Background: an optimization exercise with open tools, aiming at a short achievable clock period and few clock cycles. Do not read the settings as production practice.
Function was checked by simulation only, so behaviour that the tests miss may differ from the original.
No driver is modelled on the clock port, so clocking that relies on it looks cheaper here than on a real chip.
No activity file was given, so power comes from the tool's default toggle rates.

## pipline
module pipline(
    input clk,
    input reset,
    output [31:0] imem_addr,
    input  [31:0] imem_data,
    output [31:0] dmem_addr,
    output [31:0] dmem_wdata,
    output        dmem_we,
    input  [31:0] dmem_rdata
);
Size in the first run: about 5400 cells after synthesis, ~1000 flip-flops, ~56000 µm² of cells after synthesis.
export LEC_CHECK = 0
export ABC_CLOCK_PERIOD_IN_PS = 2000
export CAP_MARGIN = 20
export CORE_MARGIN = 2
export CORE_UTILIZATION = 40
export PLACE_DENSITY = 0.6
export SETUP_SLACK_MARGIN = 5
export SLEW_MARGIN = 20
export TNS_END_PERCENT = 100
create_clock -name core_clock -period 9.2 [get_ports {clk}]
standard.sh (not shown) runs the stock make flow with config.mk's settings and CLKGATE_MAP_FILE= SYNTH_SCRIPT=/design/flow/synth_recipe.tcl, a recipe that flattens the netlist after the stock synthesis.
==> flow/flow/run.sh <==
#!/bin/bash
# Standard ORFS layout (the standard.sh), run in parts:
#  1. the standard synthesis, unchanged;
#  2. floorplan to clock tree synthesis, with a larger setup margin for
#     timing repair, sizing not limited to same-footprint cells, and the delay
#     cells kept out of port buffering and repair (added to the platform's
#     don't-use list);
#  3. flow/fix_chains.tcl on the clock-tree result: bypasses repair buffers
#     that only drive another repair buffer (chains the setup repair leaves on
#     critical paths), then resizes gates for setup and legalizes;
#  4. global routing to finish, with the same settings.
# The design, constraints and clock period are the design's, unchanged.
set -euo pipefail
MARGIN=$(cat flow/margin.txt)
DU=" sky130_fd_sc_hd__probe_p_8 sky130_fd_sc_hd__probec_p_8 sky130_fd_sc_hd__lpflow_bleeder_1 sky130_fd_sc_hd__lpflow_clkbufkapwr_1 sky130_fd_sc_hd__lpflow_clkbufkapwr_16 sky130_fd_sc_hd__lpflow_clkbufkapwr_2 sky130_fd_sc_hd__lpflow_clkbufkapwr_4 sky130_fd_sc_hd__lpflow_clkbufkapwr_8 sky130_fd_sc_hd__lpflow_clkinvkapwr_1 sky130_fd_sc_hd__lpflow_clkinvkapwr_16 sky130_fd_sc_hd__lpflow_clkinvkapwr_2 sky130_fd_sc_hd__lpflow_clkinvkapwr_4 sky130_fd_sc_hd__lpflow_clkinvkapwr_8 sky130_fd_sc_hd__lpflow_decapkapwr_12 sky130_fd_sc_hd__lpflow_decapkapwr_3 sky130_fd_sc_hd__lpflow_decapkapwr_4 sky130_fd_sc_hd__lpflow_decapkapwr_6 sky130_fd_sc_hd__lpflow_decapkapwr_8 sky130_fd_sc_hd__lpflow_inputiso0n_1 sky130_fd_sc_hd__lpflow_inputiso0p_1 sky130_fd_sc_hd__lpflow_inputiso1n_1 sky130_fd_sc_hd__lpflow_inputiso1p_1 sky130_fd_sc_hd__lpflow_inputisolatch_1 sky130_fd_sc_hd__lpflow_isobufsrc_1 sky130_fd_sc_hd__lpflow_isobufsrc_16 sky130_fd_sc_hd__lpflow_isobufsrc_2 sky130_fd_sc_hd__lpflow_isobufsrc_4 sky130_fd_sc_hd__lpflow_isobufsrc_8 sky130_fd_sc_hd__lpflow_isobufsrckapwr_16 sky130_fd_sc_hd__lpflow_lsbuf_lh_hl_isowell_tap_1 sky130_fd_sc_hd__lpflow_lsbuf_lh_hl_isowell_tap_2 sky130_fd_sc_hd__lpflow_lsbuf_lh_hl_isowell_tap_4 sky130_fd_sc_hd__lpflow_lsbuf_lh_isowell_4 sky130_fd_sc_hd__lpflow_lsbuf_lh_isowell_tap_1 sky130_fd_sc_hd__lpflow_lsbuf_lh_isowell_tap_2 sky130_fd_sc_hd__lpflow_lsbuf_lh_isowell_tap_4  sky130_fd_sc_hd__clkdlybuf4s* sky130_fd_sc_hd__dlygate4sd* sky130_fd_sc_hd__dlymetal6s*"
R=orfs/results/$FLOW_PLATFORM/pipline/base
bash standard.sh synth > flow_synth.log 2>&1
bash standard.sh "DONT_USE_CELLS=$DU" MATCH_CELL_FOOTPRINT=0 SETUP_SLACK_MARGIN=$MARGIN TNS_END_PERCENT=100 cts > flow_cts.log 2>&1
PLATFORM_DIR=$FLOW_HOME/platforms/$FLOW_PLATFORM IN_ODB=$R/4_cts.odb IN_SDC=$R/4_cts.sdc OUT_ODB=$R/4_cts.odb \
  DONT_USE_CELLS="$DU" MARGIN=$MARGIN openroad -no_init -exit flow/fix_chains.tcl > flow_fix_chains.log 2>&1
bash standard.sh "DONT_USE_CELLS=$DU" MATCH_CELL_FOOTPRINT=0 SETUP_SLACK_MARGIN=$MARGIN TNS_END_PERCENT=100 finish > flow_make.log 2>&1
Other scripts of this flow, unchanged in this note and not shown: flow/flow/fix_chains.tcl, flow/flow/margin.txt
Testbench counts at the start, summed over its fixed seeds: cycles 54,113.
Edit:
--- a/flow/design.v
+++ b/flow/design.v
@@ -287,33 +287,41 @@
     wire [2:0]  cjr  = {ca2[11:2] == e_ras_pc, ca1[11:2] == e_ras_pc, ca0[11:2] == e_ras_pc};
     wire        jr_ok = |(csa & cjr);
     wire        gts  = !lts && !eq;
     wire [31:0] cmpv = {{31{ltu}}, !eq};
     wire [31:0] link = {19'd0, e_pc1 == 10'd0 && e_cll, e_pc1, 2'b00};
     wire [31:0] result = ({32{e_op_or}}   & (fa | bop)) |
                          ({32{e_op_add}}  & sum) |
                          ({32{e_op_sub}}  & diff) |
                          ({32{e_op_cmp}}  & cmpv) |
                          ({32{e_op_link}} & link);
     wire taken    = (e_bz & eq) | (e_bgz & gts) | (e_blz & lts);
     wire cond_mis = (e_bz | e_bgz | e_blz) & (taken ^ e_pred_taken);
+    reg         u_we, u_tk;
+    reg  [5:0]  u_idx;
     always @(posedge clk or posedge reset) begin
-        if (reset)
+        if (reset) begin
+            u_we <= 1'b0;
             bh_v <= 64'd0;
-        else if (e_valid && (e_bz || e_bgz || e_blz))
-            bh_v[e_bidx] <= 1'b1;
+        end else begin
+            u_we <= e_valid && (e_bz || e_bgz || e_blz);
+            if (u_we)
+                bh_v[u_idx] <= 1'b1;
+        end
     end
     always @(posedge clk) begin
-        if (e_valid && (e_bz || e_bgz || e_blz))
-            bh_t[e_bidx] <= taken;
+        u_tk  <= taken;
+        u_idx <= e_bidx;
+        if (u_we)
+            bh_t[u_idx] <= u_tk;
     end
     wire jr_mis   = e_jr & !(e_ras_ok && jr_ok);
     assign e_mis      = e_valid && (cond_mis || jr_mis);
     assign e_redirect = e_jr ? fa[11:2] : e_alt;
     assign ras_top = ras[ras_sp];
     always @(posedge clk or posedge reset) begin
         if (reset) begin
             ras_sp  <= 2'd0;
             ras_cnt <= 3'd0;
         end else if (e_valid && e_cll) begin
             ras_sp  <= ras_sp + 2'd1;
             if (ras_cnt != 3'd4) ras_cnt <= ras_cnt + 3'd1;
Effect: Total power went down by 1.6%. Wire length shrinks by 0.57%. Utilization rises by 0.16 points. Setup slack loses 85 ps. Design area fell by 0.79%.
Testbench counts after the change, summed over its fixed seeds: cycles 54,113.

[static timing again, ports no longer ideal]
No port has a modelled driver above. Below, the same layouts with a new extraction and two added sets of constraints.
Step 1, drivers: a clkbuf_16 drives clk and a buf_2 each remaining input, both assumed.
Step 2, shift: input delay + t, output delay - t, t = (earliest + latest rising clock arrival at the registers) / 2. This alone moves slack from input paths to output paths.
a / b / c = ideal ports / drivers / drivers and shift; a / b = the first two.
| run | t, ns | setup WS [ns] | worst setup path after step 2 | worst data-port slew with drivers (ns) |
|---|---|---|---|---|
| the first run | 0.833 | 5.332 / 5.332 / 4.540 | input to register | 0.14 |
| the second run | 0.831 | 5.248 / 5.248 / 4.589 | input to register | 0.18 |
After both steps every run listed still meets setup and hold. The setup slack of the first run, which loses most, moves by 0.000 ns with the drivers and by -0.792 ns with both steps.
